This design comes from an exercise in tuning for small area on the open sky130 flow, not from production work. RTL that was checked went through simulation tests only; none was proved equivalent to the original. The RTL of runs 2 and 3 was laid out without a check of its function. Power figures rest on the tool's default switching activity, not on a simulated workload. The clock port is modelled as an ideal driver; clocking choices that lean on that would not hold on a real chip.

[flow/flow/run.sh]
#!/bin/bash
# Standard ORFS layout (the standard.sh, unchanged synthesis) with:
#  - port buffers made from the smallest buffer cell;
#  - clock tree from small clock buffers, larger sink clusters and no dummy loads.
set -euo pipefail
CTS="-sink_clustering_enable -repair_clock_nets -dont_use_dummy_load"
CTS="$CTS -buf_list {sky130_fd_sc_hd__clkbuf_16}"
CTS="$CTS -sink_clustering_size 30 -sink_clustering_max_diameter 80"
bash standard.sh \
  BUFFER_PORTS_ARGS="-buffer_cell sky130_fd_sc_hd__buf_1" \
  CTS_ARGS="$CTS" \
  finish > orfs_make.log 2>&1
[flow/standard.sh]
#!/bin/bash
# synth_recipe.tcl (not shown) runs the flow's synth.tcl, then flattens the netlist and writes it again
# the make line also repeats each setting of config.mk as NAME=value (left out here)
make -C /OpenROAD-flow-scripts/flow DESIGN_CONFIG=/design/flow/config.mk WORK_HOME=/design/flow/orfs CLKGATE_MAP_FILE= SYNTH_SCRIPT=/design/flow/synth_recipe.tcl "${@:-finish}"
[flow/config.mk]
export PLATFORM = sky130hd
export DESIGN_NAME = vga_adapter
export DESIGN_NICKNAME = vga_adapter
export VERILOG_FILES = /design/flow/design.v
export SDC_FILE = /design/flow/constraint.sdc
export NUM_CORES = 4
export LEC_CHECK = 0
export CAP_MARGIN = 0
export CORE_MARGIN = 2
export CORE_UTILIZATION = 50
export SLEW_MARGIN = 0
export SYNTH_HIERARCHICAL = 1
export SYNTH_MINIMUM_KEEP_SIZE = 0
[flow/constraint.sdc]
create_clock -name core_clock -period 7.5 [get_ports {clk}]
set_input_delay 1.5000 -clock core_clock [delete_from_list [all_inputs] [get_ports {clk}]]
set_output_delay 1.5000 -clock core_clock [all_outputs]
set_load 0.01 [all_outputs]
[flow/design.v]
module vga_timing(clk, rst, row, col, in_video, hsync, vsync);
	input clk;
	input rst;
	output [8:0] row;
	output [9:0] col;
	output in_video;
	output hsync, vsync;
	reg [9:0] CounterX;
	reg [8:0] CounterY;
	wire x_end = CounterX[9] & CounterX[8] & (&CounterX[4:0]);   
	always @(posedge clk) begin
		if(rst) begin
			CounterX <= 0;
			CounterY <= 0;
		end else if(x_end) begin
			CounterX <= 0;
			CounterY <= CounterY + 1;
		end else begin
			CounterX <= CounterX + 1;
		end
	end
	assign col = CounterX;
	assign row = CounterY;
	assign hsync = (656 <= CounterX && CounterX <= 752);
	assign vsync = (490 <= CounterY && CounterY <= 492);
	assign in_video = CounterX < 640 && CounterY < 480;
endmodule
module capture_interface(clk, rst, in_vsync, in_hsync, in_video, row_index, row_data, row_ready);
	input clk, rst;
	input in_vsync, in_hsync, in_video;
	output reg [7:0] row_index;
	output reg [319:0] row_data;
	output row_ready;
	assign row_ready = in_hsync;
	reg hsync_q;
	reg [3:0] pre_sync_pulses;	 
	reg [8:0] col_index;		 
	wire hsync_fall = hsync_q & ~in_hsync;
	wire pre_zero = (pre_sync_pulses == 0);
	wire line_end = hsync_fall & pre_zero;	 
	always @(posedge clk) begin
		if(rst) begin
			hsync_q <= 0;
			row_index <= 0;
			pre_sync_pulses <= 12;
		end else begin
			hsync_q <= in_hsync;
			if(hsync_fall) begin
				if(!pre_zero) begin
					pre_sync_pulses <= pre_sync_pulses - 1;
					if(!in_vsync)
						row_index <= 0;
				end else begin
					row_index <= row_index + 1;
					if(!in_vsync)
						pre_sync_pulses <= 12;
				end
			end
		end
	end
	always @(posedge clk) begin
		if(rst | line_end)
			col_index <= 0;
		else if(!(col_index[8] & col_index[6]))
			col_index <= col_index + 1;
	end
	wire clr = rst | (col_index == 0);
	wire wbit = in_video & ~rst;
	reg [4:0] a;	 
	reg [3:0] b, c, d;	 
	reg [19:0] hi;
	reg [15:0] lo;
	integer j;
	always @(*) begin
		for(j = 0; j < 5; j = j + 1)
			a[j] = (col_index[8:6] == j);
		for(j = 0; j < 4; j = j + 1) begin
			b[j] = (col_index[5:4] == j);
			c[j] = (col_index[3:2] == j);
			d[j] = (col_index[1:0] == j) & wbit;
		end
		for(j = 0; j < 20; j = j + 1)
			hi[j] = a[j / 4] & b[j % 4];
		for(j = 0; j < 16; j = j + 1)
			lo[j] = c[j / 4] & d[j % 4];
	end
	wire [319:0] row_next;
	line_update upd(.row(row_data), .keep(~clr), .hi(hi), .lo(lo), .y(row_next));
	always @(posedge clk)
		row_data <= row_next;
endmodule
module line_update(row, keep, hi, lo, y);
	input [319:0] row;
	input keep;
	input [19:0] hi;
	input [15:0] lo;
	output reg [319:0] y;
	integer i;
	always @(*)
		for(i = 0; i < 320; i = i + 1)
			y[i] = (row[i] & keep) | (hi[i / 16] & lo[i % 16]);
endmodule
module capture_ram_interface(clk, rst, row_index, row_data, row_ready, ram_address, ram_data, write_enable);
	input clk, rst;
	input [7:0] row_index;
	input [319:0] row_data;
	input row_ready;
	output [7:0] ram_address;
	output reg [319:0] ram_data;
	output reg write_enable;
	assign ram_address = row_index;
	wire load = row_ready & ~write_enable;
	always @(posedge clk) begin
		if(rst)
			write_enable <= 0;
		else
			write_enable <= row_ready;
	end
	wire [319:0] ram_next;
	snapshot_select snap(.a(row_data), .sel_a(load), .b(ram_data), .sel_b(~load), .y(ram_next));
	always @(posedge clk)
		ram_data <= ram_next;
endmodule
module snapshot_select(a, sel_a, b, sel_b, y);
	input [319:0] a, b;
	input sel_a, sel_b;
	output [319:0] y;
	assign y = ({320{sel_a}} & a) | ({320{sel_b}} & b);
endmodule
module ram_vga_interface(vga_clk, rst, vga_row, vga_col, ram_address, ram_data, vga_data);
	input vga_clk, rst;
	input [8:0] vga_row;
	input [9:0] vga_col;
	output [7:0] ram_address;
	input [319:0] ram_data;
	output reg vga_data;
	wire inc = (vga_col >= 639) | ((vga_col == 0) & vga_row[0]);
	assign ram_address = vga_row[8:1] + inc;
	wire [8:0] px = vga_col[9:1];
	reg [7:0] s0, s1;
	reg [4:0] s2;
	integer i;
	always @(*) begin
		for(i = 0; i < 8; i = i + 1) begin
			s0[i] = (px[2:0] == i);
			s1[i] = (px[5:3] == i);
		end
		for(i = 0; i < 5; i = i + 1)
			s2[i] = (px[8:6] == i);
	end
	wire pix;
	pixel_select sel(.d(ram_data), .s0(s0), .s1(s1), .s2(s2), .y(pix));
	always @(posedge vga_clk)
		vga_data <= pix;
endmodule
module pixel_select(d, s0, s1, s2, y);
	input [319:0] d;
	input [7:0] s0, s1;
	input [4:0] s2;
	output y;
	reg [39:0] g;
	reg [4:0] h;
	reg r;
	integer i, k;
	always @(*) begin
		for(i = 0; i < 40; i = i + 1) begin
			g[i] = 1'b0;
			for(k = 0; k < 8; k = k + 1)
				g[i] = g[i] | (d[8*i + k] & s0[k]);
		end
		for(i = 0; i < 5; i = i + 1) begin
			h[i] = 1'b0;
			for(k = 0; k < 8; k = k + 1)
				h[i] = h[i] | (g[8*i + k] & s1[k]);
		end
		r = 1'b0;
		for(i = 0; i < 5; i = i + 1)
			r = r | (h[i] & s2[i]);
	end
	assign y = r;
endmodule
module vga_adapter(clk, rst, video_in, hsync_in, vsync_in, video_out, hsync_out, vsync_out,
	vga_hsync, vga_vsync, vga_R, vga_G, vga_B,
	fb_waddr, fb_wdata, fb_we, fb_raddr, fb_rdata);
	input clk, rst;
	input video_in, hsync_in, vsync_in;
	output video_out, hsync_out, vsync_out;
	assign video_out = video_in;
	assign hsync_out = hsync_in;
	assign vsync_out = vsync_in;
	output vga_hsync, vga_vsync;
	output [3:0] vga_R, vga_G, vga_B;
	output [7:0] fb_waddr;
	output [319:0] fb_wdata;
	output fb_we;
	output [7:0] fb_raddr;
	input [319:0] fb_rdata;
	wire [8:0] vga_row;
	wire [9:0] vga_col;
	wire vga_in_video_area;
	wire vga_hs, vga_vs;
	vga_timing timing1(.clk(clk), .rst(rst), .row(vga_row), .col(vga_col), .in_video(vga_in_video_area), .hsync(vga_hs), .vsync(vga_vs));
	assign vga_vsync = ~vga_vs;
	assign vga_hsync = ~vga_hs;
	wire vga_video;
	wire video;
	wire border;
	assign border = (vga_row < 3) || (vga_col < 3) || (vga_row > 480-3) || (vga_col > 640-3);
	assign video = vga_in_video_area && (border || vga_video);
	reg pixel;
	always @(posedge clk) begin
		if(rst)
			pixel <= 0;
		else
			pixel <= video;
	end
	assign vga_R = {4{pixel}};
	assign vga_G = {4{pixel}};
	assign vga_B = {4{pixel}};
	ram_vga_interface ramvgaif(.vga_clk(clk), .rst(rst), .vga_row(vga_row), .vga_col(vga_col), .ram_address(fb_raddr), .ram_data(fb_rdata), .vga_data(vga_video));
	wire [7:0] capture_row_index;
	wire [319:0] capture_row_data;
	wire capture_row_ready;
	capture_interface c_if1(.clk(clk), .rst(rst), .in_vsync(vsync_in), .in_hsync(hsync_in), .in_video(video_in), .row_index(capture_row_index), .row_data(capture_row_data), .row_ready(capture_row_ready));
	capture_ram_interface c_ram_if(.clk(clk), .rst(rst), .row_index(capture_row_index), .row_data(capture_row_data), .row_ready(capture_row_ready), .ram_address(fb_waddr), .ram_data(fb_wdata), .write_enable(fb_we));
endmodule
==> results by group, run 1 <==
Finish
  – Nets: 2961
  – Area growth syn-to-layout: 11.1%
  – Share of cells above drive strength 1: 4.65%
  – Final non-filler cell area: 0.0275 mm^2
  – Core Util, Final: 56.3%

Global routing
  – Vias in the first global route: 19500
  – GRT Util Overall: 34.5%
  – First-pass GRT wire length: 132000 um
  – Initial antenna violation count: 13
  – Largest net degree at the start of global routing: 274
  – Gr ovfl total: 0

Pwr
  – Max IR drop VDD: 0.186 mV
  – Leak Pwr: 9.91 nW
  – Part of the power in the clock network: 29.6%
  – Power Density: 210 mW/mm^2
  – Internal: 4.40 mW
  – Switch share: 23.7%
  – P_sw: 1.36 mW
  – Seq pwr share: 63.4%
  – Comb pwr share: 7.0%

Setup path
  – Crit. End Element: primary output
  – Worst endpoint required time: 6000 ps
  – WP data arrival: 3720 ps
  – CP Launch Type: flop
  – Critical Path Fanout Max: 41
  – WS Path Type: reg2out

Clock network
  – CTS Buffer Depth: 3
  – Post-cts sizing count: 0
  – Clock Latency Late Sink: 610 ps
  – TritonCTS Sinks: 684
  – CTS tree: built
  – CTS Root Cell: clkbuf_16
  – Hold buffer count at CTS: 0
  – Postcts setup bufs: 0
  – CTS Buf Count: 27
  – H-tree levels: 1
  – Clock slew at reported path FFs: 110 ps

Synthesis
  – Synth Area in Simple Gates: 5.65%
  – Number of flops mapped to enable cells by yosys: 0
  – Area leader, netlist: dfxtp_1
  – Ys Warns: 13
  – Mapped Cells: 2116
  – Number of synthesized register bits: 684
  – Post-Synth XOR/XNOR Area: 0.425%
  – Top FF cell, synth: dfxtp_1
  – Synth Area in Compound Gates: 29.7%
  – Mapped Nets: 2454
  – Avg Cell Area, Syn: 11.7 um^2
  – Synth top area cells: dfxtp_1 55%, a22o_1 23%, a22oi_1 5.5%, buf_6 4.6%, nand4_1 1.4%
  – Yosys top cell area share: 55.3%
  – Async S/R FF share, synth: 0%
  – Unique masters post-synth: 57
  – Adder-Cell Fraction of Synth Area: 0.657%
  – Multiplexer area fraction after synthesis: 0.384%
  – Post-Syn Area: 0.0247 mm^2
  – Sequential fraction of the synthesis area: 55.3%
  – Main combinational cell family by area after synthesis: compound AO/OA/AOI/OAI gates

Floorplan
  – Die Span X: 226 um
  – Die height: 226 um
  – Ports: 679
  – Num rows: 81
  – Die Footprint: 0.0513 mm^2
  – Initial Util: 50.7%
  – Placeable core area: 0.0488 mm^2

STA
  – Slew Limit Fails: 0
  – Post-route setup slack: 2280 ps
  – Setup Skew: 55.6 ps
  – Final Hold Viols: 0
  – Slew HR: 7.86%
  – Fmax: 192 MHz
  – Tightest Pin Transition: 1380 ps
  – Setup TNS: 0 ps
  – Setup violations, final: 0
  – Period utilization: 69.6%
  – Crit path time final: 5220 ps
  – RSZ-0062 raised after global routing: false
  – Hold WS: 460 ps

Routing
  – DR pass1 iterations: 7
  – Routed WL per cell: 28.0 um
  – DR iter-0 viols: 1946
  – ANT nets after route: 0
  – Via Count: 20500
  – # DRC: 0
  – Final WL: 92300 um
  – Via/cell ratio: 6.23

Place
  – GP Congestion: 1.06
  – DP HPWL: 65500 um
  – PortBufs: 678
  – Placed cell area: 0.0268 mm^2
  – Place WS: 2950 ps

Hold path
  – Hold Path Class: reg2reg

Run
  – Maxcap violations: 0

Status
  – Run status: complete, no violations
[registers in the layout, summed over array words and instances (netlist names), 4 cells and up]
signal                 flops
c_ram_if.ram_data        320
timing1.CounterX          10
c_if1.row_index            8
timing1.CounterY           9
c_if1.row_data           320
c_if1.col_index            9
c_if1.pre_sync_pulses      4
[cells in the mapped netlist, types with 10 or more instances]
master    number
dfxtp_1      684
a22o_1       640
a22oi_1      182
buf_6        102
clkbuf_1      74
nand4_1       55
nor2_1        52
buf_4         34
buf_2         31
a21oi_1       27
nand2_1       27
inv_1         17
nor3_1        14
ha_1          13
nand2b_1      13
nand3_1       13
o21ai_0       13
nor3b_1       10
or4_1         10
[worst paths after layout]
path                                                 endpoint                           start  slack (ps)  cells past startpoint
worst max-delay path                              fb_raddr[7]  timing1.CounterX[2]$_SDFF_PP0_        2280                      8
worst max register to register      ramvgaif.vga_data$_DFF_P_  timing1.CounterX[2]$_SDFF_PP0_        4410                      8
worst min register to register  c_ram_if.ram_data[58]$_DFF_P_      c_if1.row_data[58]$_DFF_P_         460                      1
worst min-delay path            c_ram_if.ram_data[58]$_DFF_P_      c_if1.row_data[58]$_DFF_P_         460                      1
[stage by stage]
stage	instances	power, mW
finish	3297	5.76
global route	3295	5.94
CTS	3285	5.78
detailed placement	3258	4.14
global placement	3258	4.13
floorplan	2116	4.03
[routing by layer]
layer / wire length (um) / GRT usage (%)
met5: 0 / 0
met4: 4290 / 15.0
met3: 7120 / 6.84
met2: 43900 / 56.4
met1: 37000 / 44.2
[Yosys stat by module (local to each module, per instance), excerpt]
module             cell area [um^2]  times used
line_update                    3530           1
vga_timing                      952           1
pixel_select                   1790           1
vga_adapter                     241           1
ram_vga_interface               327           1
snapshot_select                3580           1
capture_interface              7820           1
[critical path, stage by stage, from the launching register on]
cell and delay [ps]:
dfxtp_1 740, and3_4 680, nand3_1 140, a21oi_1 390
ha_1 290, and4_1 240, nand4_1 120, xnor2_1 330
buf_1 200
[kinds of logic (layout without fill, tap and decap cells)]
logic type,Yosys count,count (layout)
adder cells (fa/ha/maj),13,13
buffers and inverters,267,772
flip-flops,684,684
multiplexers,9,9
AO/OA/AOI/OAI,885,885
AND/OR/NAND/NOR,246,246
XOR/XNOR,12,12
other,0,12
[power by group through the flow]
stage / sequential [mW] / combinational, mW / clock [mW]
finish: 3.65 / 0.406 / 1.70
global route: 3.66 / 0.435 / 1.85
CTS: 3.65 / 0.401 / 1.72
detailed placement: 3.74 / 0.400 / 0
global placement: 3.73 / 0.397 / 0
floorplan: 3.73 / 0.297 / 0
[cells in the final DEF (no fill, tap or decap), types with 3 or more instances in the layout]
cell,n
o21ai_0,13
nor3_1,6
a22o_1,640
nor2b_1,6
nor3_2,8
mux2_2,4
a22oi_1,182
nand3b_1,3
dfxtp_1,684
nor2_2,9
nor3b_1,7
xor2_1,4
o31ai_1,9
nor4_1,7
nor3b_2,3
clkbuf_16,27
nand3_1,13
nor2_1,38
nand2_1,27
or3_1,9
and3_1,3
ha_1,13
inv_1,17
or4_1,10
diode_2,12
and2_1,4
buf_4,48
xnor2_1,8
nor2_4,5
mux2i_1,5
nand2b_1,12
nand4_1,55
a21oi_1,27
buf_1,677
[final cells by class]
type	instances	area [um^2]
antenna	12	30.0
clock buffer	27	676
fill	4354	21300
inverter	17	63.8
multi-input combinational	1165	9260
sequential	684	13700
tap	664	831
timing repair buffer	728	2950
==> run 2, diff against run 1 <==
--- a/flow/design.v
+++ b/flow/design.v
@@ -7,7 +7,9 @@
 	output hsync, vsync;
 	reg [9:0] CounterX;
 	reg [8:0] CounterY;
-	wire x_end = CounterX[9] & CounterX[8] & (&CounterX[4:0]);   
+	wire [9:0] X = CounterX;
+	wire [8:0] Y = CounterY;
+	wire x_end = X[9] & X[8] & (&X[4:0]);	 
 	always @(posedge clk) begin
 		if(rst) begin
 			CounterX <= 0;
@@ -21,9 +23,9 @@
 	end
 	assign col = CounterX;
 	assign row = CounterY;
-	assign hsync = (656 <= CounterX && CounterX <= 752);
-	assign vsync = (490 <= CounterY && CounterY <= 492);
-	assign in_video = CounterX < 640 && CounterY < 480;
+	assign hsync = X[9] & ~X[8] & X[7] & (X[6] | X[5] | X[4]) & ~(X[6] & X[5] & X[4] & (|X[3:0]));
+	assign vsync = (Y[8:4] == 5'b11110) & Y[3] & (Y[2] ? ~(Y[1] | Y[0]) : Y[1]);
+	assign in_video = ~(X[9] & (X[8] | X[7])) & ~(&Y[8:5]);
 endmodule
 module capture_interface(clk, rst, in_vsync, in_hsync, in_video, row_index, row_data, row_ready);
 	input clk, rst;
@@ -65,40 +67,20 @@
 			col_index <= col_index + 1;
 	end
 	wire clr = rst | (col_index == 0);
-	wire wbit = in_video & ~rst;
-	reg [4:0] a;	 
-	reg [3:0] b, c, d;	 
 	reg [19:0] hi;
 	reg [15:0] lo;
 	integer j;
 	always @(*) begin
-		for(j = 0; j < 5; j = j + 1)
-			a[j] = (col_index[8:6] == j);
-		for(j = 0; j < 4; j = j + 1) begin
-			b[j] = (col_index[5:4] == j);
-			c[j] = (col_index[3:2] == j);
-			d[j] = (col_index[1:0] == j) & wbit;
-		end
 		for(j = 0; j < 20; j = j + 1)
-			hi[j] = a[j / 4] & b[j % 4];
+			hi[j] = (col_index[8:4] == j) & in_video & ~rst;
 		for(j = 0; j < 16; j = j + 1)
-			lo[j] = c[j / 4] & d[j % 4];
-	end
-	wire [319:0] row_next;
-	line_update upd(.row(row_data), .keep(~clr), .hi(hi), .lo(lo), .y(row_next));
-	always @(posedge clk)
-		row_data <= row_next;
-endmodule
-module line_update(row, keep, hi, lo, y);
-	input [319:0] row;
-	input keep;
-	input [19:0] hi;
-	input [15:0] lo;
-	output reg [319:0] y;
+			lo[j] = (col_index[3:0] == j);
+	end
 	integer i;
-	always @(*)
+	always @(posedge clk) begin
 		for(i = 0; i < 320; i = i + 1)
-			y[i] = (row[i] & keep) | (hi[i / 16] & lo[i % 16]);
+			row_data[i] <= (row_data[i] & ~clr) | (hi[i / 16] & lo[i % 16]);
+	end
 endmodule
 module capture_ram_interface(clk, rst, row_index, row_data, row_ready, ram_address, ram_data, write_enable);
 	input clk, rst;
==> flow/flow/run.sh (replaced) <==
#!/bin/bash
# Standard ORFS layout (the standard.sh, unchanged synthesis) with:
#  - port buffers made from the smallest buffer cell;
#  - clock tree from small clock buffers, larger sink clusters and no dummy loads.
set -euo pipefail
CTS="-sink_clustering_enable -repair_clock_nets -dont_use_dummy_load"
CTS="$CTS -buf_list {sky130_fd_sc_hd__clkbuf_4 sky130_fd_sc_hd__clkbuf_8}"
CTS="$CTS -sink_clustering_size 16 -sink_clustering_max_diameter 60"
bash standard.sh \
  BUFFER_PORTS_ARGS="-buffer_cell sky130_fd_sc_hd__buf_1" \
  CTS_ARGS="$CTS" \
  finish > orfs_make.log 2>&1
--- a/flow/config.mk
+++ b/flow/config.mk
@@ -8,6 +8,8 @@
 export CAP_MARGIN = 0
 export CORE_MARGIN = 2
 export CORE_UTILIZATION = 50
+export GPL_ROUTABILITY_DRIVEN = 0
+export GPL_TIMING_DRIVEN = 0
 export SLEW_MARGIN = 0
 export SYNTH_HIERARCHICAL = 1
 export SYNTH_MINIMUM_KEEP_SIZE = 0
==> run 2 against run 1 <==
  * Sequential share of layout area fell by 1.9 points
  * Total power grew 2.9%
  * Fmax rose by 14%
  * Sequential power is essentially flat
  * Die area is 1.1% lower
  * Global-route usage increased by 3.1 points
  * Clock skew is 40 ps higher
  * Critical endpoint is now fb_raddr[6]
  * Still clean on timing, DRC and antenna
  * Largest power group unchanged
  * Critical path depth unchanged
  * First-iteration DRC count rose by 21%
  * Final cell count up 5.5%
  * Via count is 7.7% higher
==> results by group, run 2 <==
Global routing
  – Initial antenna violation count: 30 (+17)
  – First-pass GRT wire length: 139000 um (+5.5%)
  – Gr ovfl total: 0 (unchanged)
  – GRT Util Overall: 37.6% (+3.1 points)
  – Vias in the first global route: 20400 (+4.9%)
  – Largest net degree at the start of global routing: 17 (-94%)

Routing
  – Via/cell ratio: 6.36 (+2.1%)
  – ANT nets after route: 0 (unchanged)
  – Via Count: 22100 (+7.7%)
  – DR pass1 iterations: 9 (+2)
  – Final WL: 98400 um (+6.5%)
  – # DRC: 0 (unchanged)
  – DR iter-0 viols: 2348 (+21%)
  – Routed WL per cell: 28.3 um (+1.0%)

Synthesis
  – Ys Warns: 12 (-1)
  – Mapped Nets: 2428 (-1.1%)
  – Main combinational cell family by area after synthesis: compound AO/OA/AOI/OAI gates
  – Mapped Cells: 2091 (-1.2%)
  – Post-Synth XOR/XNOR Area: 0.429% (+0.0047 points)
  – Synth Area in Simple Gates: 5.82% (+0.17 points)
  – Avg Cell Area, Syn: 11.7 um^2 (about the same)
  – Number of synthesized register bits: 684 (unchanged)
  – Area leader, netlist: dfxtp_1
  – Synth top area cells: dfxtp_1 56%, a22o_1 12%, o2bb2ai_1 10%, a22oi_1 5.6%, buf_6 3.2%
  – Adder-Cell Fraction of Synth Area: 0.613% (-0.044 points)
  – Sequential fraction of the synthesis area: 56.0% (+0.62 points)
  – Unique masters post-synth: 56 (-1.8%)
  – Synth cell count leaders: 684 x dfxtp_1, 328 x a22o_1, 287 x o2bb2ai_1
  – Top FF cell, synth: dfxtp_1
  – Post-Syn Area: 0.0245 mm^2 (-1.1%)
  – Multiplexer area fraction after synthesis: 0.368% (-0.016 points)
  – Number of flops mapped to enable cells by yosys: 0 (unchanged)
  – Synth Area in Compound Gates: 30.2% (+0.55 points)
  – Yosys top cell area share: 56.0% (+0.62 points)
  – Count leader, synth: dfxtp_1
  – Async S/R FF share, synth: 0% (unchanged)

STA
  – Setup TNS: 0 ps (unchanged)
  – Fmax: 218 MHz (+14%)
  – Slew Limit Fails: 0 (unchanged)
  – Crit path time final: 4590 ps (-628 ps)
  – Setup Skew: 95.6 ps (+39.9 ps)
  – Period utilization: 61.2% (-8.4 points)
  – Final Hold Viols: 0 (unchanged)
  – RSZ-0062 raised after global routing: false
  – Slew HR: 22.6% (+15 points)
  – Hold WS: 412 ps (-48.3 ps)
  – Setup violations, final: 0 (unchanged)
  – Post-route setup slack: 2910 ps (+628 ps)
  – Tightest Pin Transition: 1160 ps (-222 ps)

Setup path
  – FF-to-FF path depth: 6 (-2)
  – Worst endpoint required time: 6000 ps (about the same)
  – CP Launch Type: flop
  – Crit path from: timing1.CounterX[4]$_SDFF_PP0_
  – Reg-to-reg setup timing slack: 4520 ps (+110 ps)
  – WS Path Type: reg2out
  – WP data arrival: 3090 ps (-630 ps)
  – FF-to-FF End: c_if1.row_data[138]$_DFF_P_
  – Critical Path Fanout Max: 16 (-61%)
  – Crit. End Element: primary output
  – Reg-to-Reg Start: c_if1.col_index[0]$_SDFFE_PP0N_

Finish
  – Area growth syn-to-layout: 16.8%
  – Filler cells: 4277 (-1.8%)
  – Most frequent cells in the layout: 684 x dfxtp_1, 678 x buf_1, 328 x a22o_1
  – Nets: 3159 (+6.7%)
  – Most common cell after layout, fill and taps aside: dfxtp_1
  – Share of cells above drive strength 1: 7.73% (+3.1 points)
  – Largest regs: c_if1.row_data (320), c_ram_if.ram_data (320), timing1.CounterX (10)

Place
  – DP HPWL: 73700 um (+12%)
  – PortBufs: 678 (unchanged)
  – Place WS: 3640 ps (+691 ps)

Floorplan
  – Initial Util: 50.3% (-0.35 points)
  – Die Span X: 225 um (-0.54%)
  – Die Footprint: 0.0507 mm^2 (-1.1%)
  – Num rows: 81 (unchanged)
  – Ports: 679 (unchanged)
  – Placeable core area: 0.0486 mm^2 (-0.41%)
  – Die height: 225 um (-0.54%)

Pwr
  – Comb pwr share: 9.1% (+2.1 points)
  – Seq pwr share: 61.6% (-1.8 points)
  – Internal: 4.42 mW (+0.58%)
  – Max IR drop VDD: 0.153 mV (-18%)
  – P_sw: 1.51 mW (+10%)
  – Leak Pwr: 9.92 nW (about the same)
  – Power Density: 207 mW/mm^2 (-0.98%)
  – Part of the power in the clock network: 29.4% (-0.2 points)
  – Switch share: 25.4% (+1.7 points)
  – Power Total: 5.93 mW (+2.9%)

Clock network
  – CTS Root Cell: clkbuf_8
  – Clock slew at reported path FFs: 100 ps (about the same)
  – H-tree levels: 2 (+1)
  – Post-cts sizing count: 0 (unchanged)
  – Clock Latency Late Sink: 680 ps (+70 ps)
  – Hold buffer count at CTS: 0 (unchanged)
  – Postcts setup bufs: 0 (unchanged)
  – CTS tree: built
  – CTS Buf Count: 51 (+89%)
  – CTS Buffer Depth: 3 (unchanged)
  – TritonCTS Sinks: 684 (unchanged)

Hold path
  – HP Start: c_if1.row_data[187]$_DFF_P_
  – WHS Endpoint: c_ram_if.ram_data[187]$_DFF_P_
  – Hold Path Class: reg2reg
  – Hold depth: 1 (unchanged)

Run
  – Maxcap violations: 0 (unchanged)

Status
  – Run status: complete, no violations
run 2: cell types whose count changed after synthesis, moves of 8 or more:
cell	delta
a22o_1	-312
o2bb2ai_1	+287
buf_6	-32
nor2_1	-28
nand3_1	+26
a32o_1	+23
buf_2	+21
nand2b_1	-11
clkbuf_2	-9
and3_1	+8
o211ai_1	+8
run 2: cell families after synthesis:
| family | Yosys count |
|---|---|
| AO/OA/AOI/OAI | 885 |
| flip-flops | 684 |
| buffers and inverters | 245 |
| AND/OR/NAND/NOR | 244 |
| XOR/XNOR | 12 |
| multiplexers | 9 |
| adder cells (fa/ha/maj) | 12 |
run 2: metrics by stage:
stage | util, % | std cells | cell area (um^2)
5_1_grt | 58.7 | 3460 | 28500
6_report | 58.8 | 3477 | 28600
4_1_cts | 58.6 | 3442 | 28500
3_3_place_gp | 57.1 | 3391 | 27800
2_1_floorplan | - | 2091 | 24500
3_5_place_dp | 57.1 | 3391 | 27800
run 2: critical path: stages, from the launching register on:
cell and delay, ps:
dfxtp_1 630, and3_1 470, nand3_1 140, a21oi_1 270, ha_1 220, ha_1 200
nand3_1 100, xnor2_1 190, buf_1 240
run 2: worst max path at each step:
stage	cells after the start	to
finish	8	fb_raddr[6]
CTS	8	fb_raddr[6]
floorplan	7	fb_raddr[5]
global placement	8	fb_raddr[6]
detailed placement	8	fb_raddr[6]
global route	8	fb_raddr[5]
run 2: power groups by stage:
stage               clock [mW]  sequential, mW  combinational [mW]
floorplan                    0            3.73               0.294
global placement             0            3.74               0.510
detailed placement           0            3.74               0.518
CTS                       1.76            3.65               0.519
global route              1.90            3.66               0.563
finish                    1.74            3.65               0.537
run 2: routing by layer:
metal | global-route usage (%) | vias up | share of wire, %
li1 | - | 9713 | -
met5 | 1.76 | - | 0.35
met3 | 11.7 | 350 | 9.4
met2 | 58.7 | 1348 | 44
met1 | 46.4 | 10700 | 40
met4 | 19.7 | 14 | 6.7
run 2: final cells by class:
type / count / area [um^2] / share of cell area, %
Antenna cell: 35 / 87.6 / 0.306
Clock buffer: 51 / 702 / 2.46
Buffer: 228 / 1550 / 5.41
Multi-Input combinational cell: 1162 / 9170 / 32.1
Inverter: 17 / 63.8 / 0.223
Sequential cell: 684 / 13700 / 47.9
Timing Repair Buffer: 678 / 2540 / 8.90
Tap cell: 622 / 778 / 2.72
run 2: per-module statistics from Yosys (local to each module, per instance), a selection:
module | copies in the design | cells | cell area [um^2]
vga_timing | 1 | 110 | 956
snapshot_select | 1 | 392 | 3580
ram_vga_interface | 1 | 44 | 319
capture_interface | 1 | 918 | 11100
pixel_select | 1 | 261 | 1790
capture_ram_interface | 1 | 332 | 6510
==> run 3, diff against run 2 <==
--- a/flow/config.mk
+++ b/flow/config.mk
@@ -8,8 +8,6 @@
 export CAP_MARGIN = 0
 export CORE_MARGIN = 2
 export CORE_UTILIZATION = 50
-export GPL_ROUTABILITY_DRIVEN = 0
-export GPL_TIMING_DRIVEN = 0
 export SLEW_MARGIN = 0
 export SYNTH_HIERARCHICAL = 1
 export SYNTH_MINIMUM_KEEP_SIZE = 0
==> run 3 against run 2 <==
  * Sequential power hardly changed
  * Via count is 5.9% lower
  * Hold slack better by 35 ps
  * Synthesized cell count stayed put
  * Sequential share of layout area is 2.3 points higher
  * Worst setup slack worse by 360 ps
  * Sequential cell count stayed put
  * Final cell count is 6.4% lower
  * Count of clock-buffer cells in the layout stayed put
  * Fmax is 7.2% lower
  * Combinational power is 18% lower
  * Design area is 4.5% lower
  * Critical endpoint is now fb_raddr[3]
==> results by group, run 3 <==
Status
  – Run status: complete, no violations

STA
  – RSZ-0062 raised after global routing: false
  – Post-route setup slack: 2550 ps (-356 ps)
  – Setup violations, final: 0 (unchanged)
  – Crit path time final: 4950 ps (+356 ps)
  – Final Hold Viols: 0 (unchanged)
  – Fmax: 202 MHz (-7.2%)
  – Setup TNS: 0 ps (unchanged)
  – Slew HR: 17.7% (-4.9 points)
  – Setup Skew: 98.7 ps (+3.18 ps)
  – Tightest Pin Transition: 1230 ps (+70.8 ps)
  – Period utilization: 65.9% (+4.8 points)
  – Slew Limit Fails: 0 (unchanged)

Finish
  – Most common cell after layout, fill and taps aside: dfxtp_1
  – Area taken by flip-flops and latches: 0.0137 mm^2 (unchanged)
  – Largest regs: c_if1.row_data (320), c_ram_if.ram_data (320), timing1.CounterX (10)
  – Most frequent cells in the layout: 684 x dfxtp_1, 678 x buf_1, 328 x a22o_1
  – Filler cells: 4381 (+2.4%)
  – Area growth syn-to-layout: 11.5%
  – Nets: 2962 (-6.2%)
  – Area of the multi-input gates: 0.00923 mm^2 (+0.61%)
  – Share of cells above drive strength 1: 4.16% (-3.6 points)

Setup path
  – CP Launch Type: flop
  – WP data arrival: 3450 ps (+360 ps)
  – Worst endpoint required time: 6000 ps (about the same)
  – WS Path Type: reg2out
  – Critical Path Fanout Max: 41 (+25)
  – Crit. End Element: primary output

Routing
  – DR pass1 iterations: 5 (-4)
  – DR iter-0 viols: 2266 (-3.5%)
  – # DRC: 0 (unchanged)
  – Routed WL per cell: 28.4 um (+0.45%)
  – Final WL: 92500 um (-5.9%)
  – Via/cell ratio: 6.39 (+0.51%)
  – Via Count: 20800 (-5.9%)
  – ANT nets after route: 0 (unchanged)

Synthesis
  – Post-Syn Area: 0.0245 mm^2 (unchanged)
  – Async S/R FF share, synth: 0% (unchanged)
  – Mapped Nets: 2428 (unchanged)
  – Main combinational cell family by area after synthesis: compound AO/OA/AOI/OAI gates
  – Synth Area in Compound Gates: 30.2% (unchanged)
  – Sequential fraction of the synthesis area: 56.0% (unchanged)
  – Synth cell count leaders: 684 x dfxtp_1, 328 x a22o_1, 287 x o2bb2ai_1
  – Synth Area in Simple Gates: 5.82% (unchanged)
  – Synth top area cells: dfxtp_1 56%, a22o_1 12%, o2bb2ai_1 10%, a22oi_1 5.6%, buf_6 3.2%
  – Top FF cell, synth: dfxtp_1
  – Unique masters post-synth: 56 (unchanged)
  – Mapped Cells: 2091 (unchanged)
  – Number of flops mapped to enable cells by yosys: 0 (unchanged)
  – Area leader, netlist: dfxtp_1
  – Avg Cell Area, Syn: 11.7 um^2 (unchanged)
  – Number of synthesized register bits: 684 (unchanged)
  – Ys Warns: 12 (unchanged)
  – Multiplexer area fraction after synthesis: 0.368% (unchanged)
  – Yosys top cell area share: 56.0% (unchanged)
  – Count leader, synth: dfxtp_1
  – Adder-Cell Fraction of Synth Area: 0.613% (unchanged)
  – Post-Synth XOR/XNOR Area: 0.429% (unchanged)

Global routing
  – Vias in the first global route: 19300 (-5.4%)
  – GRT Util Overall: 35.0% (-2.5 points)
  – Largest net degree at the start of global routing: 191 (+174)
  – First-pass GRT wire length: 132000 um (-5.4%)
  – Initial antenna violation count: 12 (-60%)
  – Gr ovfl total: 0 (unchanged)

Floorplan
  – Die height: 225 um (unchanged)
  – Num rows: 81 (unchanged)
  – Initial Util: 50.3% (unchanged)
  – Ports: 679 (unchanged)
  – Die Span X: 225 um (unchanged)
  – Die Footprint: 0.0507 mm^2 (unchanged)
  – Placeable core area: 0.0486 mm^2 (unchanged)

Pwr
  – Switch share: 24.9% (-0.52 points)
  – P_sw: 1.45 mW (-4.0%)
  – Leak Pwr: 9.20 nW (-7.3%)
  – Comb pwr share: 7.6% (-1.5 points)
  – Max IR drop VDD: 0.137 mV (-10%)
  – Power Density: 213 mW/mm^2 (+2.7%)
  – Internal: 4.37 mW (-1.3%)
  – Part of the power in the clock network: 29.6% (+0.2 points)
  – Seq pwr share: 62.8% (+1.2 points)

Clock network
  – CTS Buf Count: 51 (unchanged)
  – Clock Latency Late Sink: 690 ps (about the same)
  – Post-cts sizing count: 0 (unchanged)
  – TritonCTS Sinks: 684 (unchanged)
  – H-tree levels: 2 (unchanged)
  – Hold buffer count at CTS: 0 (unchanged)
  – Clock slew at reported path FFs: 100 ps (about the same)
  – CTS Buffer Depth: 3 (unchanged)
  – Postcts setup bufs: 0 (unchanged)
  – CTS tree: built
  – CTS Root Cell: clkbuf_8

Run
  – Maxcap violations: 0 (unchanged)

Place
  – Place WS: 3240 ps (-400 ps)
  – DP HPWL: 64500 um (-12%)
  – PortBufs: 678 (unchanged)
  – GP Congestion: 1.02

Hold path
  – Hold Path Class: reg2reg
run 3: cell counts after synthesis:
No cell type changed its count.
run 3: routing by layer:
layer  GRT usage [%]  vias up  part of all wire (%)
met5               0        -                0.0086
met4            14.4        2                   4.3
met3            6.23      172                   7.6
met2            56.0     1049                    47
met1            46.9    10300                    41
li1                -     9249                     -
run 3: per-module statistics from Yosys, one instance, submodules excluded:
module,flip-flops and latches,cells,area (um^2)
capture_interface,342,918,11100
capture_ram_interface,321,332,6510
snapshot_select,0,392,3580
pixel_select,0,261,1790
vga_timing,19,110,956
ram_vga_interface,1,44,319
vga_adapter,1,34,241
run 3: worst max-delay path, stage by stage, from the launching register on:
cell and delay, ps:
dfxtp_1 510, nor3_4 250, buf_4 510, a31oi_1 140
a21oi_1 180, ha_1 190, and3_1 230, xor2_1 500
buf_1 230
run 3: cells by family after synthesis:
| kind of cell | count (synthesis) |
|---|---|
| compound gates | 885 |
| xor+xnor | 12 |
| fa+ha+maj | 12 |
| buf+inv | 245 |
| flops | 684 |
| mux | 9 |
| simple gates | 244 |
run 3: final cells by class:
class / instances / share of cell area, %
multi-input cells: 1162 / 33.8
diodes: 11 / 0.101
inverters: 17 / 0.234
clock buffers: 51 / 2.57
repair buffers: 709 / 10.3
flip-flops and latches: 684 / 50.2
well taps: 622 / 2.85
run 3: final timing paths:
check | slack, ps | to | depth (start not counted) | start
worst min-delay path | 450 | c_ram_if.ram_data[317]$_DFF_P_ | 1 | c_if1.row_data[317]$_DFF_P_
worst min register to register | 450 | c_ram_if.ram_data[317]$_DFF_P_ | 1 | c_if1.row_data[317]$_DFF_P_
worst max-delay path | 2550 | fb_raddr[3] | 8 | timing1.CounterX[3]$_SDFF_PP0_
worst max register to register | 4350 | c_if1.row_data[144]$_DFF_P_ | 6 | c_if1.col_index[0]$_SDFFE_PP0N_
run 3: power by group through the flow:
| stage | clock network [mW] | registers (mW) | logic, mW |
|---|---|---|---|
| floorplan | 0 | 3.73 | 0.294 |
| global placement | 0 | 3.74 | 0.428 |
| detailed placement | 0 | 3.74 | 0.433 |
| CTS | 1.74 | 3.65 | 0.435 |
| global route | 1.88 | 3.66 | 0.469 |
| finish | 1.72 | 3.65 | 0.442 |
run 3: through the flow:
stage	util, %	area, um^2	power (mW)	hold WS [ps]	std cells
finish	56.1	27300	5.81	447	3256
global route	56.1	27300	6.00	475	3252
CTS	56.0	27300	5.83	444	3245
detailed placement	54.6	26600	4.17	448	3194
global placement	54.6	26600	4.16	445	3194
floorplan	-	24500	4.03	433	2091
==> run 4, diff against run 3 <==
--- a/flow/design.v
+++ b/flow/design.v
@@ -99,7 +99,7 @@
 			write_enable <= row_ready;
 	end
 	wire [319:0] ram_next;
-	snapshot_select snap(.a(row_data), .sel_a(load), .b(ram_data), .sel_b(~load), .y(ram_next));
+	snapshot_select snap(.a(row_data), .sel_a(load), .b(ram_data), .sel_b(write_enable), .y(ram_next));
 	always @(posedge clk)
 		ram_data <= ram_next;
 endmodule
==> run 4 against run 3 <==
  * Clock skew decreased by 45 ps
  * Critical endpoint is now fb_raddr[7]
  * Synthesized cell count about the same
  * Critical path depth increased by 1
  * Fmax decreased by 6.7%
  * Hold slack improved by 19 ps
  * Core utilization decreased by 0.054 points
  * Total power decreased by 0.53%
  * First-iteration DRC count increased by 9.6%
  * Highest routed layer unchanged
  * Non-clock buffer count decreased by 3
  * Largest cell class unchanged
  * Still clean on timing, DRC and antenna
  * Combinational power decreased by 2%
==> results by group, run 4 <==
Pwr
  – Leak Pwr: 9.14 nW (-0.62%)
  – Power Density: 212 mW/mm^2 (-0.43%)
  – Max IR drop VDD: 0.112 mV (-18%)
  – Power Total: 5.78 mW (-0.53%)

Place
  – PortBufs: 678 (unchanged)
  – GP Congestion: 1.22 (+19%)
  – DP HPWL: 63300 um (-1.9%)

Synthesis
  – Number of flops mapped to enable cells by yosys: 0 (unchanged)
  – Avg Cell Area, Syn: 11.7 um^2 (about the same)
  – Area leader, netlist: dfxtp_1
  – Mapped Nets: 2427 (-0.041%)
  – Top FF cell, synth: dfxtp_1
  – Ys Warns: 12 (unchanged)
  – Unique masters post-synth: 56 (unchanged)
  – Number of synthesized register bits: 684 (unchanged)
  – Yosys top cell area share: 55.9% (about the same)
  – Async S/R FF share, synth: 0% (unchanged)
  – Post-Syn Area: 0.0245 mm^2 (about the same)
  – Count leader, synth: dfxtp_1
  – Sequential fraction of the synthesis area: 55.9% (about the same)
  – Synth top area cells: dfxtp_1 56%, a22o_1 12%, o2bb2ai_1 10%, a22oi_1 5.6%, buf_6 3.2%
  – Mapped Cells: 2090 (-0.048%)
  – Synth cell count leaders: 684 x dfxtp_1, 328 x a22o_1, 287 x o2bb2ai_1

Finish
  – Share of cells above drive strength 1: 3.94% (-0.22 points)
  – Nets: 2956 (-0.20%)
  – Most frequent cells in the layout: 683 x dfxtp_1, 678 x buf_1, 328 x a22o_1
  – Area growth syn-to-layout: 11.4%
  – Most common cell after layout, fill and taps aside: dfxtp_1
  – Filler cells: 4335 (-1.0%)
  – Largest regs: c_if1.row_data (320), c_ram_if.ram_data (320), timing1.CounterX (10)

Run
  – Maxcap violations: 0 (unchanged)

Setup path
  – CP Launch Type: flop
  – Worst endpoint required time: 6000 ps (about the same)
  – WS Path Type: reg2out
  – WP data arrival: 3800 ps (+350 ps)
  – Critical Path Fanout Max: 41 (unchanged)
  – Crit. End Element: primary output

Status
  – Run status: complete, no violations

Floorplan
  – Ports: 679 (unchanged)
  – Placeable core area: 0.0486 mm^2 (unchanged)
  – Die Span X: 225 um (about the same)
  – Initial Util: 50.3% (about the same)
  – Die height: 225 um (about the same)
  – Num rows: 81 (unchanged)
  – Die Footprint: 0.0507 mm^2 (about the same)

Global routing
  – Largest net degree at the start of global routing: 251 (+31%)
  – GRT Util Overall: 34.3% (-0.70 points)
  – First-pass GRT wire length: 130000 um (-1.5%)
  – Gr ovfl total: 0 (unchanged)
  – Vias in the first global route: 19400 (+0.088%)
  – Initial antenna violation count: 18 (+6)

Clock network
  – Hold buffer count at CTS: 0 (unchanged)
  – CTS Buffer Depth: 3 (unchanged)
  – H-tree levels: 2 (unchanged)
  – CTS tree: built
  – Clock Latency Late Sink: 660 ps (-30 ps)
  – TritonCTS Sinks: 684 (unchanged)
  – Post-cts sizing count: 0 (unchanged)
  – CTS Buf Count: 49 (-3.9%)
  – Postcts setup bufs: 0 (unchanged)
  – Clock slew at reported path FFs: 100 ps (about the same)
  – CTS Root Cell: clkbuf_8

STA
  – RSZ-0062 raised after global routing: false
  – Slew HR: 14.4% (-3.3 points)
  – Tightest Pin Transition: 1280 ps (+52.6 ps)
  – Slew Limit Fails: 0 (unchanged)
  – Crit path time final: 5300 ps (+353 ps)
  – Final Hold Viols: 0 (unchanged)
  – Setup violations, final: 0 (unchanged)
  – Setup Skew: 54.2 ps (-44.5 ps)
  – Period utilization: 70.7% (+4.7 points)
  – Fmax: 189 MHz (-6.7%)
  – Setup TNS: 0 ps (unchanged)

Routing
  – Via Count: 20800 (+0.024%)
  – # DRC: 0 (unchanged)
  – Routed WL per cell: 27.9 um (-1.8%)
  – Via/cell ratio: 6.39 (about the same)
  – Final WL: 90900 um (-1.8%)
  – DR iter-0 viols: 2484 (+9.6%)
  – DR pass1 iterations: 8 (+3)
  – ANT nets after route: 0 (unchanged)

Hold path
  – Hold Path Class: reg2reg
## run 4: kinds of logic (layout without fill, tap and decap cells)
logic type,count (synthesis),after routing,synth area share [%]
flip-flops,684,684,55.9
buffers and inverters,245,772,6.58
XOR/XNOR,12,12,0.429
other,0,19,0
multiplexers,9,9,0.368
adder cells (fa/ha/maj),12,12,0.613
AO/OA/AOI/OAI,885,885,30.2
AND/OR/NAND/NOR,243,243,5.84
## run 4: worst paths after layout
check | start | end | slack (ps) | depth (start not counted)
worst min register to register | c_if1.row_data[224]$_DFF_P_ | c_ram_if.ram_data[224]$_DFF_P_ | 470 | 1
worst max register to register | timing1.CounterX[2]$_SDFF_PP0_ | ramvgaif.vga_data$_DFF_P_ | 4360 | 7
worst max-delay path | timing1.CounterX[2]$_SDFF_PP0_ | fb_raddr[7] | 2200 | 9
worst min-delay path | c_if1.row_data[224]$_DFF_P_ | c_ram_if.ram_data[224]$_DFF_P_ | 470 | 1
## run 4: worst max-delay path: stages, from the launching register on
cell	delay, ps
dfxtp_1	710
and3_1	260
buf_4	440
nand3_1	130
a21oi_1	390
ha_1	250
and3_1	240
nand3_1	160
xnor2_1	330
buf_1	220
## run 4: cell type report
class                           count  area (um^2)  share of cell area, %
Antenna cell                       19         47.5                  0.174
Clock buffer                       49          674                   2.47
Inverter                           17         63.8                  0.234
Sequential cell                   684        13700                   50.2
Tap cell                          622          778                   2.85
Multi-Input combinational cell   1161         9210                   33.8
Timing Repair Buffer              706         2790                   10.2
## run 4: power breakdown
group	total, mW	switching, mW	internal (mW)
sequential	3.65	0.0142	3.64
combinational	0.435	0.316	0.119
clock	1.70	1.11	0.587
## run 4: stage by stage
stage          instances  hold slack (ps)  util, %  cell area [um^2]  setup WS, ps
2_1_floorplan       2090              433        -             24500          4220
3_3_place_gp        3190              445     54.6             26500          3150
3_5_place_dp        3190              448     54.6             26500          3080
4_1_cts             3239              471     56.0             27200          2370
5_1_grt             3250              480     56.0             27200          2080
6_report            3258              467     56.0             27300          2200
## run 4: routing by layer
metal  vias up  routed length [um]  GRT usage (%)
met3       224                7370           9.01
met2      1102               41000           53.8
met4         4                4380           14.2
met5         -                 115           1.56
li1       9252                   -              -
met1     10200               38000           44.8
## run 4: modules after synthesis (local to each module, per instance)
| module | cell area, um^2 | flip-flops and latches | cells |
|---|---|---|---|
| vga_adapter | 241 | 1 | 34 |
| snapshot_select | 3580 | 0 | 392 |
| vga_timing | 956 | 19 | 110 |
| pixel_select | 1790 | 0 | 261 |
| capture_ram_interface | 6510 | 321 | 331 |
| capture_interface | 11100 | 342 | 918 |
| ram_vga_interface | 319 | 1 | 44 |
==> run 5, diff against run 4 <==
--- a/flow/design.v
+++ b/flow/design.v
@@ -1,10 +1,10 @@
-module vga_timing(clk, rst, row, col, in_video, hsync, vsync);
+module vga_timing(clk, rst, ram_address, ram_data, hsync_n, vsync_n, pixel);
 	input clk;
 	input rst;
-	output [8:0] row;
-	output [9:0] col;
-	output in_video;
-	output hsync, vsync;
+	output [7:0] ram_address;
+	input [319:0] ram_data;
+	output hsync_n, vsync_n;
+	output reg pixel;
 	reg [9:0] CounterX;
 	reg [8:0] CounterY;
 	wire [9:0] X = CounterX;
@@ -21,11 +21,38 @@
 			CounterX <= CounterX + 1;
 		end
 	end
-	assign col = CounterX;
-	assign row = CounterY;
-	assign hsync = X[9] & ~X[8] & X[7] & (X[6] | X[5] | X[4]) & ~(X[6] & X[5] & X[4] & (|X[3:0]));
-	assign vsync = (Y[8:4] == 5'b11110) & Y[3] & (Y[2] ? ~(Y[1] | Y[0]) : Y[1]);
-	assign in_video = ~(X[9] & (X[8] | X[7])) & ~(&Y[8:5]);
+	wire hsync = X[9] & ~X[8] & X[7] & (X[6] | X[5] | X[4]) & ~(X[6] & X[5] & X[4] & (|X[3:0]));
+	wire vsync = (Y[8:4] == 5'b11110) & Y[3] & (Y[2] ? ~(Y[1] | Y[0]) : Y[1]);
+	wire in_video = ~(X[9] & (X[8] | X[7])) & ~(&Y[8:5]);
+	assign hsync_n = ~hsync;
+	assign vsync_n = ~vsync;
+	wire inc = (X >= 639) | ((X == 0) & Y[0]);
+	assign ram_address = Y[8:1] + inc;
+	wire [8:0] px = X[9:1];
+	reg [7:0] s0, s1;
+	reg [4:0] s2;
+	integer i;
+	always @(*) begin
+		for(i = 0; i < 8; i = i + 1) begin
+			s0[i] = (px[2:0] == i);
+			s1[i] = (px[5:3] == i);
+		end
+		for(i = 0; i < 5; i = i + 1)
+			s2[i] = (px[8:6] == i);
+	end
+	wire pix;
+	pixel_select sel(.d(ram_data), .s0(s0), .s1(s1), .s2(s2), .y(pix));
+	reg vga_data;
+	always @(posedge clk)
+		vga_data <= pix;
+	wire border = (Y < 3) || (X < 3) || (Y > 480-3) || (X > 640-3);
+	wire video = in_video && (border || vga_data);
+	always @(posedge clk) begin
+		if(rst)
+			pixel <= 0;
+		else
+			pixel <= video;
+	end
 endmodule
 module capture_interface(clk, rst, in_vsync, in_hsync, in_video, row_index, row_data, row_ready);
 	input clk, rst;
@@ -109,32 +136,6 @@
 	output [319:0] y;
 	assign y = ({320{sel_a}} & a) | ({320{sel_b}} & b);
 endmodule
-module ram_vga_interface(vga_clk, rst, vga_row, vga_col, ram_address, ram_data, vga_data);
-	input vga_clk, rst;
-	input [8:0] vga_row;
-	input [9:0] vga_col;
-	output [7:0] ram_address;
-	input [319:0] ram_data;
-	output reg vga_data;
-	wire inc = (vga_col >= 639) | ((vga_col == 0) & vga_row[0]);
-	assign ram_address = vga_row[8:1] + inc;
-	wire [8:0] px = vga_col[9:1];
-	reg [7:0] s0, s1;
-	reg [4:0] s2;
-	integer i;
-	always @(*) begin
-		for(i = 0; i < 8; i = i + 1) begin
-			s0[i] = (px[2:0] == i);
-			s1[i] = (px[5:3] == i);
-		end
-		for(i = 0; i < 5; i = i + 1)
-			s2[i] = (px[8:6] == i);
-	end
-	wire pix;
-	pixel_select sel(.d(ram_data), .s0(s0), .s1(s1), .s2(s2), .y(pix));
-	always @(posedge vga_clk)
-		vga_data <= pix;
-endmodule
 module pixel_select(d, s0, s1, s2, y);
 	input [319:0] d;
 	input [7:0] s0, s1;
@@ -177,29 +178,12 @@
 	output fb_we;
 	output [7:0] fb_raddr;
 	input [319:0] fb_rdata;
-	wire [8:0] vga_row;
-	wire [9:0] vga_col;
-	wire vga_in_video_area;
-	wire vga_hs, vga_vs;
-	vga_timing timing1(.clk(clk), .rst(rst), .row(vga_row), .col(vga_col), .in_video(vga_in_video_area), .hsync(vga_hs), .vsync(vga_vs));
-	assign vga_vsync = ~vga_vs;
-	assign vga_hsync = ~vga_hs;
-	wire vga_video;
-	wire video;
-	wire border;
-	assign border = (vga_row < 3) || (vga_col < 3) || (vga_row > 480-3) || (vga_col > 640-3);
-	assign video = vga_in_video_area && (border || vga_video);
-	reg pixel;
-	always @(posedge clk) begin
-		if(rst)
-			pixel <= 0;
-		else
-			pixel <= video;
-	end
+	wire pixel;
+	vga_timing timing1(.clk(clk), .rst(rst), .ram_address(fb_raddr), .ram_data(fb_rdata),
+		.hsync_n(vga_hsync), .vsync_n(vga_vsync), .pixel(pixel));
 	assign vga_R = {4{pixel}};
 	assign vga_G = {4{pixel}};
 	assign vga_B = {4{pixel}};
-	ram_vga_interface ramvgaif(.vga_clk(clk), .rst(rst), .vga_row(vga_row), .vga_col(vga_col), .ram_address(fb_raddr), .ram_data(fb_rdata), .vga_data(vga_video));
 	wire [7:0] capture_row_index;
 	wire [319:0] capture_row_data;
 	wire capture_row_ready;
==> run 5 against run 4 <==
  * Clock power rose by 2%
  * First-iteration DRC count fell by 17%
  * Sequential power barely moved
  * Total power rose by 0.73%
  * Critical path depth rose by 2
  * Synthesized cell count barely moved
  * Area after synthesis barely moved
  * Global-route usage rose by 1.1 points
  * Worst setup slack improved by 760 ps
  * Fmax rose by 17%
  * Via count fell by 1.3%
  * Critical endpoint is now fb_raddr[6]
  * Largest cell class unchanged
  * Highest routed layer is now met4
==> results by group, run 5 <==
Status
  – Run status: complete, no violations

STA
  – Setup TNS: 0 ps (unchanged)
  – Tightest Pin Transition: 1300 ps (+13.3 ps)
  – Hold WS: 430 ps (-36.7 ps)
  – Final Hold Viols: 0 (unchanged)
  – Period utilization: 60.5% (-10 points)
  – Setup Skew: 114 ps (+59.3 ps)
  – Slew HR: 13.3% (-1.1 points)
  – Slew Limit Fails: 0 (unchanged)
  – Fmax: 221 MHz (+17%)
  – Setup violations, final: 0 (unchanged)
  – RSZ-0062 raised after global routing: false
  – Crit path time final: 4530 ps (-764 ps)

Synthesis
  – Async S/R FF share, synth: 0% (unchanged)
  – Post-Syn Area: 0.0245 mm^2 (about the same)
  – Sequential fraction of the synthesis area: 55.9% (about the same)
  – Mapped Nets: 2431 (+0.16%)
  – Avg Cell Area, Syn: 11.7 um^2 (about the same)
  – Synth cell count leaders: 684 x dfxtp_1, 328 x a22o_1, 287 x o2bb2ai_1
  – Count leader, synth: dfxtp_1
  – Area leader, netlist: dfxtp_1
  – Yosys top cell area share: 55.9% (about the same)
  – Top FF cell, synth: dfxtp_1
  – Number of synthesized register bits: 684 (unchanged)
  – Ys Warns: 10 (-2)
  – Mapped Cells: 2091 (+0.048%)
  – Synth top area cells: dfxtp_1 56%, a22o_1 12%, o2bb2ai_1 10%, a22oi_1 5.6%, buf_6 3.3%
  – Number of flops mapped to enable cells by yosys: 0 (unchanged)
  – Unique masters post-synth: 58 (+3.6%)

Floorplan
  – Die Footprint: 0.0508 mm^2 (about the same)
  – Die Span X: 225 um (about the same)
  – Num rows: 81 (unchanged)
  – Die height: 225 um (about the same)
  – Placeable core area: 0.0486 mm^2 (unchanged)
  – Ports: 679 (unchanged)
  – Initial Util: 50.4% (about the same)

Routing
  – ANT nets after route: 0 (unchanged)
  – Final WL: 94100 um (+3.5%)
  – Routed WL per cell: 28.9 um (+3.7%)
  – # DRC: 0 (unchanged)
  – DR iter-0 viols: 2066 (-17%)
  – DR pass1 iterations: 5 (-3)
  – Via Count: 20500 (-1.3%)
  – Via/cell ratio: 6.32 (-1.1%)

Setup path
  – Slowest cell on crit path: dfxtp_1
  – Crit. End Element: primary output
  – FF-to-FF End: c_if1.row_data[150]$_DFF_P_
  – CP peak stage delay: 540 ps (-170 ps)
  – FF-to-FF path depth: 4 (-3)
  – Worst endpoint required time: 6000 ps (about the same)
  – Reg-to-Reg Start: c_if1.col_index[2]$_SDFFE_PP0N_
  – Reg-to-reg setup timing slack: 4430 ps (+70 ps)
  – Crit-path most repeated cell: ha_1
  – WP data arrival: 3030 ps (-770 ps)
  – WS Path Type: reg2out
  – Critical Path Fanout Max: 8 (-80%)
  – CP top delay family: adder cells
  – Worst Path Buf+Inv: 1 (-1)
  – CP Launch Type: flop
  – Crit path cell chain: ha_1, nand3_1, nor2_1, o31ai_1, o21ai_0, ha_1, ha_1, nand2_1, nor2_1, xor2_1, buf_1

Global routing
  – GRT Util Overall: 35.4% (+1.1 points)
  – Largest net degree at the start of global routing: 218 (-13%)
  – First-pass GRT wire length: 134000 um (+2.8%)
  – Gr ovfl total: 0 (unchanged)
  – Vias in the first global route: 19400 (+0.33%)
  – Initial antenna violation count: 16 (-2)

Clock network
  – CTS Root Cell: clkbuf_8
  – Clock slew at reported path FFs: 100 ps (about the same)
  – CTS Buf Count: 52 (+6.1%)
  – Hold buffer count at CTS: 0 (unchanged)
  – Post-cts sizing count: 0 (unchanged)
  – H-tree levels: 2 (unchanged)
  – Postcts setup bufs: 0 (unchanged)
  – CTS Buffer Depth: 3 (unchanged)
  – Clock Latency Late Sink: 680 ps (+20 ps)
  – CTS tree: built
  – TritonCTS Sinks: 684 (unchanged)

Finish
  – Share of cells above drive strength 1: 4.13% (+0.20 points)
  – Area growth syn-to-layout: 11.4% (about the same)
  – Nets: 2956 (unchanged)
  – Most frequent cells in the layout: 683 x dfxtp_1, 678 x buf_1, 328 x a22o_1
  – Largest regs: c_if1.row_data (320), c_ram_if.ram_data (320), timing1.CounterX (10)
  – Most common cell after layout, fill and taps aside: dfxtp_1
  – Filler cells: 4293 (-0.97%)

Place
  – DP HPWL: 66700 um (+5.4%)
  – GP Congestion: 1.04 (-15%)
  – PortBufs: 678 (unchanged)

Hold path
  – HP Start: c_if1.row_data[139]$_DFF_P_
  – Hold depth: 1 (unchanged)
  – Hold Path Class: reg2reg
  – WHS Endpoint: c_ram_if.ram_data[139]$_DFF_P_

Pwr
  – Power Total: 5.82 mW (+0.73%)
  – Leak Pwr: 9.21 nW (+0.80%)
  – Max IR drop VDD: 0.127 mV (+14%)
  – Power Density: 213 mW/mm^2 (+0.61%)

Run
  – Maxcap violations: 0 (unchanged)
[run 5: area by class of cell]
class | count | area (um^2) | area share [%]
Sequential cell | 684 | 13700 | 50.2
Multi-Input combinational cell | 1152 | 9190 | 33.7
Timing Repair Buffer | 710 | 2820 | 10.3
Tap cell | 622 | 778 | 2.85
Clock buffer | 52 | 716 | 2.62
Inverter | 16 | 60.1 | 0.220
Antenna cell | 15 | 37.5 | 0.137
[run 5: Yosys stat by module (local to each module, per instance)]
| module | flops+latches | cells | copies in the design | cell area, um^2 |
|---|---|---|---|---|
| vga_adapter | 0 | 15 | 1 | 113 |
| snapshot_select | 0 | 392 | 1 | 3580 |
| vga_timing | 21 | 174 | 1 | 1430 |
| pixel_select | 0 | 261 | 1 | 1790 |
| capture_interface | 342 | 918 | 1 | 11100 |
| capture_ram_interface | 321 | 331 | 1 | 6510 |
[run 5: worst max-delay path by stage]
stage / start / to / slack (ps) / depth (start not counted)
finish: timing1.CounterX[1]$_SDFF_PP0_ / fb_raddr[6] / 2970 / 11
global route: timing1.CounterX[1]$_SDFF_PP0_ / fb_raddr[6] / 2650 / 11
CTS: timing1.CounterX[1]$_SDFF_PP0_ / fb_raddr[6] / 2920 / 11
detailed placement: timing1.CounterX[1]$_SDFF_PP0_ / fb_raddr[6] / 3590 / 11
global placement: timing1.CounterX[1]$_SDFF_PP0_ / fb_raddr[6] / 3650 / 11
floorplan: timing1.CounterX[5]$_SDFF_PP0_ / fb_raddr[6] / 4200 / 9
[run 5: routing by layer]
layer,vias up,wire (um),GRT usage [%]
li1,9178,-,-
met1,10300,38200,44.6
met2,918,45900,59.7
met3,166,6070,6.21
met4,0,3930,15.1
met5,-,0,0
[run 5: through the flow]
step	worst slack [ps]	utilization (%)	cell area, um^2	cells
after floorplan	4200	-	24500	2091
after CTS	2920	56.0	27300	3236
after global routing	2650	56.1	27300	3248
after detailed placement	3590	54.6	26500	3184
after global placement	3650	54.6	26500	3184
final	2970	56.1	27300	3251
[run 5: power breakdown]
group	switching [mW]	internal [mW]
logic	0.310	0.119
registers	0.0217	3.64
clock network	1.12	0.620
[run 5: kinds of logic after synthesis]
group                    count (synthesis)  share of synthesized area, %
XOR/XNOR                                21                         0.751
multiplexers                             9                         0.368
adder cells (fa/ha/maj)                 15                         0.766
flip-flops                             684                          55.9
AND/OR/NAND/NOR                        243                          5.71
AO/OA/AOI/OAI                          864                          29.7
buffers and inverters                  255                          6.80
==> run 6, diff against run 5 <==
--- a/flow/design.v
+++ b/flow/design.v
@@ -94,20 +94,42 @@
 			col_index <= col_index + 1;
 	end
 	wire clr = rst | (col_index == 0);
-	reg [19:0] hi;
-	reg [15:0] lo;
+	wire wbit = in_video & ~rst;
+	reg [4:0] na;		 
+	reg [3:0] nb, nc, nd;	 
 	integer j;
 	always @(*) begin
-		for(j = 0; j < 20; j = j + 1)
-			hi[j] = (col_index[8:4] == j) & in_video & ~rst;
-		for(j = 0; j < 16; j = j + 1)
-			lo[j] = (col_index[3:0] == j);
-	end
+		for(j = 0; j < 5; j = j + 1)
+			na[j] = ~(col_index[8:6] == j);
+		for(j = 0; j < 4; j = j + 1) begin
+			nb[j] = ~(col_index[5:4] == j);
+			nc[j] = ~(col_index[3:2] == j);
+			nd[j] = ~((col_index[1:0] == j) & wbit);
+		end
+	end
+	wire [19:0] hi;
+	wire [15:0] lo;
+	nor_plane #(5, 4) hip(.a(na), .b(nb), .y(hi));
+	nor_plane #(4, 4) lop(.a(nc), .b(nd), .y(lo));
 	integer i;
 	always @(posedge clk) begin
 		for(i = 0; i < 320; i = i + 1)
 			row_data[i] <= (row_data[i] & ~clr) | (hi[i / 16] & lo[i % 16]);
 	end
+endmodule
+module nor_plane(a, b, y);
+	parameter N = 1, M = 1;
+	input [N-1:0] a;
+	input [M-1:0] b;
+	output [N*M-1:0] y;
+	genvar i, j;
+	generate
+		for(i = 0; i < N; i = i + 1) begin : r
+			for(j = 0; j < M; j = j + 1) begin : c
+				assign y[M*i + j] = ~(a[i] | b[j]);
+			end
+		end
+	endgenerate
 endmodule
 module capture_ram_interface(clk, rst, row_index, row_data, row_ready, ram_address, ram_data, write_enable);
 	input clk, rst;
==> run 6 against run 5 <==
  * Sequential share of layout area about the same
  * Critical path depth unchanged
  * Critical endpoint unchanged
  * Largest power group unchanged
  * Sequential power is essentially flat
  * Fmax decreased by 4.7%
  * Global-route usage is 1.4 points lower
  * Largest cell class unchanged
  * Highest routed layer unchanged
  * Area after synthesis decreased by 0.21%
==> results by group, run 6 <==
Pwr
  – P_sw: 1.41 mW (-2.4%)
  – Power Total: 5.77 mW (-1.0%)
  – Power Density: 211 mW/mm^2 (-0.94%)
  – Comb pwr share: 6.8% (-0.6 points)
  – Max IR drop VDD: 0.119 mV (-5.9%)
  – Seq pwr share: 63.4% (+0.6 points)

Clock network
  – H-tree levels: 2 (unchanged)
  – CTS Buf Count: 51 (-1.9%)
  – Postcts setup bufs: 0 (unchanged)
  – CTS tree: built
  – CTS Buffer Depth: 3 (unchanged)
  – Clock Latency Late Sink: 680 ps (about the same)
  – Post-cts sizing count: 0 (unchanged)
  – CTS Root Cell: clkbuf_8

Finish
  – Share of cells above drive strength 1: 4.89% (+0.76 points)
  – Final cell count without fillers: 3242 (-0.28%)
  – Area growth syn-to-layout: 11.6%
  – Filler cells: 4385 (+2.1%)
  – Most common cell after layout, fill and taps aside: dfxtp_1

Floorplan
  – Ports: 679 (unchanged)
  – Die height: 225 um (-0.10%)
  – Initial Util: 50.3% (-0.11 points)

Global routing
  – Largest net degree at the start of global routing: 180 (-17%)
  – Gr ovfl total: 0 (unchanged)
  – GRT Util Overall: 34.0% (-1.4 points)

Synthesis
  – Mapped Cells: 2112 (+1.0%)
  – Async S/R FF share, synth: 0% (unchanged)
  – Number of flops mapped to enable cells by yosys: 0 (unchanged)
  – Unique masters post-synth: 48 (-17%)
  – Synth cell count leaders: 684 x dfxtp_1, 640 x a22o_1, 182 x a22oi_1
  – Post-Syn Area: 0.0245 mm^2 (-0.21%)
  – Mapped Nets: 2452 (+0.86%)
  – Top FF cell, synth: dfxtp_1
  – Count leader, synth: dfxtp_1

Run
  – Maxcap violations: 0 (unchanged)

STA
  – Setup Skew: 131 ps (+17.2 ps)
  – Setup violations, final: 0 (unchanged)
  – Period utilization: 63.5% (+3.0 points)
  – Fmax: 210 MHz (-4.7%)
  – Final Hold Viols: 0 (unchanged)
  – Crit path time final: 4760 ps (+224 ps)

Routing
  – Final WL: 89800 um (-4.5%)
  – Routed WL per cell: 27.7 um (-4.2%)
  – # DRC: 0 (unchanged)

Status
  – Run status: complete, no violations

Setup path
  – Worst endpoint required time: 6000 ps (about the same)
  – Crit. End Element: primary output

Place
  – Dpl cells: 3187 (+0.094%)
  – DP HPWL: 61700 um (-7.5%)
[run 6: cell count changes after synthesis, moves of 20 or more]
cell,before,now
nor2_1,38,69
buf_1,0,20
a22o_1,328,640
nand3_1,39,17
o2bb2ai_1,287,0
a32o_1,23,0
[run 6: cells by family (layout without fill, tap and decap cells)]
group / count (synthesis) / after routing / share of synthesized area [%]
compound gates: 868 / 868 / 29.7
flops: 684 / 684 / 56.0
buf+inv: 276 / 780 / 7.06
simple gates: 243 / 243 / 5.56
xor+xnor: 22 / 22 / 0.788
fa+ha+maj: 15 / 15 / 0.768
mux: 4 / 4 / 0.164
other cells: 0 / 4 / 0
[run 6: final timing paths]
check	startpoint	end	slack, ps	cells past startpoint
max	timing1.CounterX[1]$_SDFF_PP0_	fb_raddr[6]	2740	11
min	c_if1.row_data[42]$_DFF_P_	c_ram_if.ram_data[42]$_DFF_P_	420	1
max reg2reg	c_if1.col_index[0]$_SDFFE_PP0N_	c_if1.row_data[81]$_DFF_P_	4460	6
min reg2reg	c_if1.row_data[42]$_DFF_P_	c_ram_if.ram_data[42]$_DFF_P_	420	1
[run 6: routing by layer]
| metal | share of wire (%) | up-vias | GRT usage (%) |
|---|---|---|---|
| met5 | 0 | - | 0 |
| met4 | 3.9 | 0 | 12.6 |
| met3 | 7.7 | 164 | 6.56 |
| met2 | 46 | 965 | 54.3 |
| met1 | 42 | 10100 | 45.8 |
| li1 | - | 9082 | - |
[run 6: layout make-up]
type	count	area, um^2	share of cell area (%)
repair buffers	713	2820	10.3
multi-input cells	1152	9210	33.8
well taps	622	778	2.85
clock buffers	51	702	2.57
diodes	4	10.0	0.0367
flip-flops and latches	684	13700	50.2
inverters	16	60.1	0.220
[run 6: per-module statistics from Yosys (local to each module, per instance), excerpt]
module                 cells  times used  area [um^2]
capture_interface        900           1        10900
capture_ram_interface    331           1         6510
pixel_select             261           1         1790
snapshot_select          392           1         3580
vga_adapter               15           1          113
vga_timing               177           1         1420
[run 6: per-stage QoR]
stage | setup WS, ps | util [%] | hold slack [ps]
3_5_place_dp | 3420 | 54.6 | 450
4_1_cts | 2680 | 56.1 | 423
6_report | 2740 | 56.1 | 416
3_3_place_gp | 3530 | 54.6 | 451
5_1_grt | 2470 | 56.1 | 432
2_1_floorplan | 4090 | - | 440
[run 6: power groups by stage]
stage	Combinational [mW]	Clock [mW]	Sequential, mW
global placement	0.381	0	3.74
detailed placement	0.384	0	3.74
finish	0.393	1.72	3.66
global route	0.415	1.87	3.66
CTS	0.386	1.74	3.66
floorplan	0.261	0	3.73
[run 6: worst max-delay path, stage by stage (launching register included)]
cell and delay, ps:
dfxtp_1 580, ha_1 310, nand3_1 140, nor2_1 160, o31ai_1 80, o21ai_0 130
ha_1 260, ha_1 190, and3_1 200, nand3_1 100, xnor2_1 190, buf_1 250

Check on run 6: ideal ports give 2.741 ns setup slack; a clkbuf_16 on the clock port and buf_2 on the inputs give 2.683 ns; moving port delays by the midpoint clock arrival (0.672 ns) as well gives 3.355 ns.
